This design comes from an exercise in tuning for small area and a short achievable clock period on the open sky130 flow, not from production work. Where RTL was checked, it was by simulation tests only, not by an equivalence proof against the original.

==> flow/design.v (excerpt) <==
module HarmonicMean (
    input wire clk,
    input wire reset,
    input wire [15:0] data1,
    input wire [15:0] data2,
    input wire [15:0] data3,
    input wire [15:0] data4,
    input wire data_valid1,
    input wire data_valid2,
    input wire data_valid3,
    input wire data_valid4,
    output wire [15:0] harmonic_mean,
    output reg data_ready
);
==> module HarmonicMean, before the edit <==
module HarmonicMean (
    input wire clk,
    input wire reset,
    input wire [15:0] data1,
    input wire [15:0] data2,
    input wire [15:0] data3,
    input wire [15:0] data4,
    input wire data_valid1,
    input wire data_valid2,
    input wire data_valid3,
    input wire data_valid4,
    output wire [15:0] harmonic_mean,
    output reg data_ready
);
wire [15:0] p12, p34, hm_num, hm_den;
hm_mul16lo u_m12 (.a(data1), .b(data2), .p(p12));
hm_mul16lo u_m34 (.a(data3), .b(data4), .p(p34));
hm_mul16lo u_mn (.a(p12), .b(p34), .p(hm_num));
hm_sum4 u_sum (.a(data1), .b(data2), .c(data3), .d(data4), .s(hm_den));
wire all_valid = data_valid1 & data_valid2 & data_valid3 & data_valid4;
wire [15:13] qa;
wire [15:0] a_r15;
hm_divrow #(.I(15)) u_a_row15 (.r(hm_num), .d(hm_den), .q(qa[15]), .rn(a_r15));
wire [15:0] a_r14;
hm_divrow #(.I(14)) u_a_row14 (.r(a_r15), .d(hm_den), .q(qa[14]), .rn(a_r14));
wire [15:0] a_r13;
hm_divrow #(.I(13)) u_a_row13 (.r(a_r14), .d(hm_den), .q(qa[13]), .rn(a_r13));
reg [15:0] rem_q;
reg [15:0] den_q;
reg [15:13] qhi_q;
always @(posedge clk or posedge reset) begin
    if (reset) begin
        rem_q <= 16'd0;
        den_q <= 16'd1;
        qhi_q <= 0;
        data_ready <= 1'b0;
    end else begin
        if (all_valid) begin
            rem_q <= a_r13;
            den_q <= hm_den;
            qhi_q <= qa;
        end
        data_ready <= all_valid;
    end
end
wire [12:0] qb;
wire [15:0] b_r12;
hm_divrow #(.I(12)) u_b_row12 (.r(rem_q), .d(den_q), .q(qb[12]), .rn(b_r12));
wire [15:0] b_r11;
hm_divrow #(.I(11)) u_b_row11 (.r(b_r12), .d(den_q), .q(qb[11]), .rn(b_r11));
wire [15:0] b_r10;
hm_divrow #(.I(10)) u_b_row10 (.r(b_r11), .d(den_q), .q(qb[10]), .rn(b_r10));
wire [15:0] b_r9;
hm_divrow #(.I(9)) u_b_row9 (.r(b_r10), .d(den_q), .q(qb[9]), .rn(b_r9));
wire [15:0] b_r8;
hm_divrow #(.I(8)) u_b_row8 (.r(b_r9), .d(den_q), .q(qb[8]), .rn(b_r8));
wire [15:0] b_r7;
hm_divrow #(.I(7)) u_b_row7 (.r(b_r8), .d(den_q), .q(qb[7]), .rn(b_r7));
wire [15:0] b_r6;
hm_divrow #(.I(6)) u_b_row6 (.r(b_r7), .d(den_q), .q(qb[6]), .rn(b_r6));
wire [15:0] b_r5;
hm_divrow #(.I(5)) u_b_row5 (.r(b_r6), .d(den_q), .q(qb[5]), .rn(b_r5));
wire [15:0] b_r4;
hm_divrow #(.I(4)) u_b_row4 (.r(b_r5), .d(den_q), .q(qb[4]), .rn(b_r4));
wire [15:0] b_r3;
hm_divrow #(.I(3)) u_b_row3 (.r(b_r4), .d(den_q), .q(qb[3]), .rn(b_r3));
wire [15:0] b_r2;
hm_divrow #(.I(2)) u_b_row2 (.r(b_r3), .d(den_q), .q(qb[2]), .rn(b_r2));
wire [15:0] b_r1;
hm_divrow #(.I(1)) u_b_row1 (.r(b_r2), .d(den_q), .q(qb[1]), .rn(b_r1));
wire [15:0] b_r0;
hm_divrow #(.I(0)) u_b_row0 (.r(b_r1), .d(den_q), .q(qb[0]), .rn(b_r0));
assign harmonic_mean = {qhi_q, qb};
endmodule
export LEC_CHECK = 0
export ABC_AREA = 1
export CAP_MARGIN = 20
export CORE_MARGIN = 2
export CORE_UTILIZATION = 40
export SLEW_MARGIN = 20
create_clock -name core_clock -period 56.0 [get_ports {clk}]
standard.sh (not shown) runs the stock make flow with config.mk's settings and CLKGATE_MAP_FILE= SYNTH_SCRIPT=/design/flow/synth_recipe.tcl, a recipe that flattens the netlist after the stock synthesis.
==> flow/flow/run.sh <==
#!/bin/bash
# Standard synthesis, then full-adder polarity clean-up on its netlist, then the
# standard layout from that netlist. Each tool's output goes to its own log here.
set -euo pipefail
R=orfs/results/$FLOW_PLATFORM/HarmonicMean/base
bash standard.sh synth > synth.log 2>&1
cp $R/1_2_yosys.v 1_2_yosys.standard.v
python3 flow/fapol.py 1_2_yosys.standard.v $R/1_2_yosys.v > fapol.log 2>&1
bash standard.sh finish SETUP_SLACK_MARGIN=30 "BUFFER_PORTS_ARGS=-buffer_cell sky130_fd_sc_hd__buf_2" > layout.log 2>&1
Other scripts of this flow, unchanged in this note and not shown: flow/flow/fapol.py
The baseline finished clean.
Rerun with:
--- a/flow/design.v
+++ b/flow/design.v
@@ -19,5 +19,5 @@
 hm_sum4 u_sum (.a(data1), .b(data2), .c(data3), .d(data4), .s(hm_den));
 wire all_valid = data_valid1 & data_valid2 & data_valid3 & data_valid4;
-wire [15:13] qa;
+wire [15:9] qa;
 wire [15:0] a_r15;
 hm_divrow #(.I(15)) u_a_row15 (.r(hm_num), .d(hm_den), .q(qa[15]), .rn(a_r15));
@@ -26,7 +26,15 @@
 wire [15:0] a_r13;
 hm_divrow #(.I(13)) u_a_row13 (.r(a_r14), .d(hm_den), .q(qa[13]), .rn(a_r13));
+wire [15:0] a_r12;
+hm_divrow #(.I(12)) u_a_row12 (.r(a_r13), .d(hm_den), .q(qa[12]), .rn(a_r12));
+wire [15:0] a_r11;
+hm_divrow #(.I(11)) u_a_row11 (.r(a_r12), .d(hm_den), .q(qa[11]), .rn(a_r11));
+wire [15:0] a_r10;
+hm_divrow #(.I(10)) u_a_row10 (.r(a_r11), .d(hm_den), .q(qa[10]), .rn(a_r10));
+wire [15:0] a_r9;
+hm_divrow #(.I(9)) u_a_row9 (.r(a_r10), .d(hm_den), .q(qa[9]), .rn(a_r9));
 reg [15:0] rem_q;
 reg [15:0] den_q;
-reg [15:13] qhi_q;
+reg [15:9] qhi_q;
 always @(posedge clk or posedge reset) begin
     if (reset) begin
@@ -37,5 +45,5 @@
     end else begin
         if (all_valid) begin
-            rem_q <= a_r13;
+            rem_q <= a_r9;
             den_q <= hm_den;
             qhi_q <= qa;
@@ -44,15 +52,7 @@
     end
 end
-wire [12:0] qb;
-wire [15:0] b_r12;
-hm_divrow #(.I(12)) u_b_row12 (.r(rem_q), .d(den_q), .q(qb[12]), .rn(b_r12));
-wire [15:0] b_r11;
-hm_divrow #(.I(11)) u_b_row11 (.r(b_r12), .d(den_q), .q(qb[11]), .rn(b_r11));
-wire [15:0] b_r10;
-hm_divrow #(.I(10)) u_b_row10 (.r(b_r11), .d(den_q), .q(qb[10]), .rn(b_r10));
-wire [15:0] b_r9;
-hm_divrow #(.I(9)) u_b_row9 (.r(b_r10), .d(den_q), .q(qb[9]), .rn(b_r9));
+wire [8:0] qb;
 wire [15:0] b_r8;
-hm_divrow #(.I(8)) u_b_row8 (.r(b_r9), .d(den_q), .q(qb[8]), .rn(b_r8));
+hm_divrow #(.I(8)) u_b_row8 (.r(rem_q), .d(den_q), .q(qb[8]), .rn(b_r8));
 wire [15:0] b_r7;
 hm_divrow #(.I(7)) u_b_row7 (.r(b_r8), .d(den_q), .q(qb[7]), .rn(b_r7));
The changed run completed without violations.
First-iteration DRC count went down by about 10%.
Clock skew does not change.
Utilization is lower by 0.42 points.
Worst setup slack gets worse by 0.21 ns.
Worst hold slack gets worse by 0.053 ns.
No functional check of the RTL was part of any run of this note.

* * *

Another version of the RTL of HarmonicMean (not shown whole).
Size: about 3000 cells after synthesis, roughly 87 I/O pins.
==> module HarmonicMean, before the edit <==
module HarmonicMean (
    input wire clk,
    input wire reset,
    input wire [15:0] data1,
    input wire [15:0] data2,
    input wire [15:0] data3,
    input wire [15:0] data4,
    input wire data_valid1,
    input wire data_valid2,
    input wire data_valid3,
    input wire data_valid4,
    output wire [15:0] harmonic_mean,
    output reg data_ready
);
wire [15:0] p12, p34, hm_num, hm_den;
hm_mul16lo u_m12 (.a(data1), .b(data2), .p(p12));
hm_mul16lo u_m34 (.a(data3), .b(data4), .p(p34));
hm_mul16lo u_mn (.a(p12), .b(p34), .p(hm_num));
hm_sum4 u_sum (.a(data1), .b(data2), .c(data3), .d(data4), .s(hm_den));
wire all_valid = data_valid1 & data_valid2 & data_valid3 & data_valid4;
wire [15:11] qa;
wire [15:0] a_r15;
hm_divrow #(.I(15)) u_a_row15 (.r(hm_num), .d(hm_den), .q(qa[15]), .rn(a_r15));
wire [15:0] a_r14;
hm_divrow #(.I(14)) u_a_row14 (.r(a_r15), .d(hm_den), .q(qa[14]), .rn(a_r14));
wire [15:0] a_r13;
hm_divrow #(.I(13)) u_a_row13 (.r(a_r14), .d(hm_den), .q(qa[13]), .rn(a_r13));
wire [15:0] a_r12;
hm_divrow #(.I(12)) u_a_row12 (.r(a_r13), .d(hm_den), .q(qa[12]), .rn(a_r12));
wire [15:0] a_r11;
hm_divrow #(.I(11)) u_a_row11 (.r(a_r12), .d(hm_den), .q(qa[11]), .rn(a_r11));
reg [15:0] rem_q;
reg [15:0] den_q;
reg [15:11] qhi_q;
always @(posedge clk or posedge reset) begin
    if (reset) begin
        rem_q <= 16'd0;
        den_q <= 16'd1;
        qhi_q <= 0;
        data_ready <= 1'b0;
    end else begin
        if (all_valid) begin
            rem_q <= a_r11;
            den_q <= hm_den;
            qhi_q <= qa;
        end
        data_ready <= all_valid;
    end
end
wire [10:0] qb;
wire [15:0] b_r10;
hm_divrow #(.I(10)) u_b_row10 (.r(rem_q), .d(den_q), .q(qb[10]), .rn(b_r10));
wire [15:0] b_r9;
hm_divrow #(.I(9)) u_b_row9 (.r(b_r10), .d(den_q), .q(qb[9]), .rn(b_r9));
wire [15:0] b_r8;
hm_divrow #(.I(8)) u_b_row8 (.r(b_r9), .d(den_q), .q(qb[8]), .rn(b_r8));
wire [15:0] b_r7;
hm_divrow #(.I(7)) u_b_row7 (.r(b_r8), .d(den_q), .q(qb[7]), .rn(b_r7));
wire [15:0] b_r6;
hm_divrow #(.I(6)) u_b_row6 (.r(b_r7), .d(den_q), .q(qb[6]), .rn(b_r6));
wire [15:0] b_r5;
hm_divrow #(.I(5)) u_b_row5 (.r(b_r6), .d(den_q), .q(qb[5]), .rn(b_r5));
wire [15:0] b_r4;
hm_divrow #(.I(4)) u_b_row4 (.r(b_r5), .d(den_q), .q(qb[4]), .rn(b_r4));
wire [15:0] b_r3;
hm_divrow #(.I(3)) u_b_row3 (.r(b_r4), .d(den_q), .q(qb[3]), .rn(b_r3));
wire [15:0] b_r2;
hm_divrow #(.I(2)) u_b_row2 (.r(b_r3), .d(den_q), .q(qb[2]), .rn(b_r2));
wire [15:0] b_r1;
hm_divrow #(.I(1)) u_b_row1 (.r(b_r2), .d(den_q), .q(qb[1]), .rn(b_r1));
wire [15:0] b_r0;
hm_divrow #(.I(0)) u_b_row0 (.r(b_r1), .d(den_q), .q(qb[0]), .rn(b_r0));
assign harmonic_mean = {qhi_q, qb};
endmodule
export LEC_CHECK = 0
export ABC_AREA = 1
export CAP_MARGIN = 20
export CORE_MARGIN = 2
export CORE_UTILIZATION = 40
export SLEW_MARGIN = 20
create_clock -name core_clock -period 56.0 [get_ports {clk}]
Scripts as last shown in full above: flow/flow/run.sh
Other scripts of this flow, unchanged in this note and not shown: flow/flow/fapol.py
Change:
--- a/flow/design.v
+++ b/flow/design.v
@@ -15,46 +15,46 @@
 wire [15:0] p12, p34, hm_num, hm_den;
 hm_mul16lo u_m12 (.a(data1), .b(data2), .p(p12));
 hm_mul16lo u_m34 (.a(data3), .b(data4), .p(p34));
 hm_mul16lo u_mn (.a(p12), .b(p34), .p(hm_num));
 hm_sum4 u_sum (.a(data1), .b(data2), .c(data3), .d(data4), .s(hm_den));
 wire all_valid = data_valid1 & data_valid2 & data_valid3 & data_valid4;
-wire [15:11] qa;
+wire [15:10] qa;
 wire [15:0] a_r15;
 hm_divrow #(.I(15)) u_a_row15 (.r(hm_num), .d(hm_den), .q(qa[15]), .rn(a_r15));
 wire [15:0] a_r14;
 hm_divrow #(.I(14)) u_a_row14 (.r(a_r15), .d(hm_den), .q(qa[14]), .rn(a_r14));
 wire [15:0] a_r13;
 hm_divrow #(.I(13)) u_a_row13 (.r(a_r14), .d(hm_den), .q(qa[13]), .rn(a_r13));
 wire [15:0] a_r12;
 hm_divrow #(.I(12)) u_a_row12 (.r(a_r13), .d(hm_den), .q(qa[12]), .rn(a_r12));
 wire [15:0] a_r11;
 hm_divrow #(.I(11)) u_a_row11 (.r(a_r12), .d(hm_den), .q(qa[11]), .rn(a_r11));
+wire [15:0] a_r10;
+hm_divrow #(.I(10)) u_a_row10 (.r(a_r11), .d(hm_den), .q(qa[10]), .rn(a_r10));
 reg [15:0] rem_q;
 reg [15:0] den_q;
-reg [15:11] qhi_q;
+reg [15:10] qhi_q;
 always @(posedge clk or posedge reset) begin
     if (reset) begin
         rem_q <= 16'd0;
         den_q <= 16'd1;
         qhi_q <= 0;
         data_ready <= 1'b0;
     end else begin
         if (all_valid) begin
-            rem_q <= a_r11;
+            rem_q <= a_r10;
             den_q <= hm_den;
             qhi_q <= qa;
         end
         data_ready <= all_valid;
     end
 end
-wire [10:0] qb;
-wire [15:0] b_r10;
-hm_divrow #(.I(10)) u_b_row10 (.r(rem_q), .d(den_q), .q(qb[10]), .rn(b_r10));
+wire [9:0] qb;
 wire [15:0] b_r9;
-hm_divrow #(.I(9)) u_b_row9 (.r(b_r10), .d(den_q), .q(qb[9]), .rn(b_r9));
+hm_divrow #(.I(9)) u_b_row9 (.r(rem_q), .d(den_q), .q(qb[9]), .rn(b_r9));
 wire [15:0] b_r8;
 hm_divrow #(.I(8)) u_b_row8 (.r(b_r9), .d(den_q), .q(qb[8]), .rn(b_r8));
 wire [15:0] b_r7;
 hm_divrow #(.I(7)) u_b_row7 (.r(b_r8), .d(den_q), .q(qb[7]), .rn(b_r7));
 wire [15:0] b_r6;
 hm_divrow #(.I(6)) u_b_row6 (.r(b_r7), .d(den_q), .q(qb[6]), .rn(b_r6));
The new run passed the timing, DRC and antenna checks.
Die area went up by a few percent.
First-iteration DRC count went down by roughly a tenth.
Cell count went down slightly.
Non-clock buffer count went down by 2.
Final area went up by a few percent.
Sequential share of layout area hardly moves.
Clock skew does not change.
Hold slack loses 0.047 ns.
No functional check of the RTL was part of the second run of this note.

-- port drivers added, routing unchanged --
The results above use ideal ports. As a check the final layouts listed here were re-extracted and re-timed, cells and wires unchanged. Step 1: set_driving_cell puts a clkbuf_16 on clk and a buf_2 on each other input, an assumption about the parent block. Step 2 also shifts input and output timing later by t, the mid clock arrival at the registers, as if the neighbouring blocks saw the same clock. a / b / c = ideal / step 1 / step 2; a / b = the first two.
run	t (ns)	setup slack, ns	worst data-port slew with drivers (ns)	pins driven straight from the clock port
the first run of note 1	0.319	31.396 / 31.353 / 31.672	0.03	1
the second run of note 1	0.321	31.190 / 31.207 / 30.886	0.03	1
the first run of note 2	0.329	31.605 / 31.558 / 31.887	0.03	1
the second run of note 2	0.336	31.216 / 31.243 / 30.907	0.03	1
After both steps every run listed still meets setup and hold. The setup slack of the second run of note 2, which loses most, moves by +0.027 ns with the drivers and by -0.309 ns with both steps.
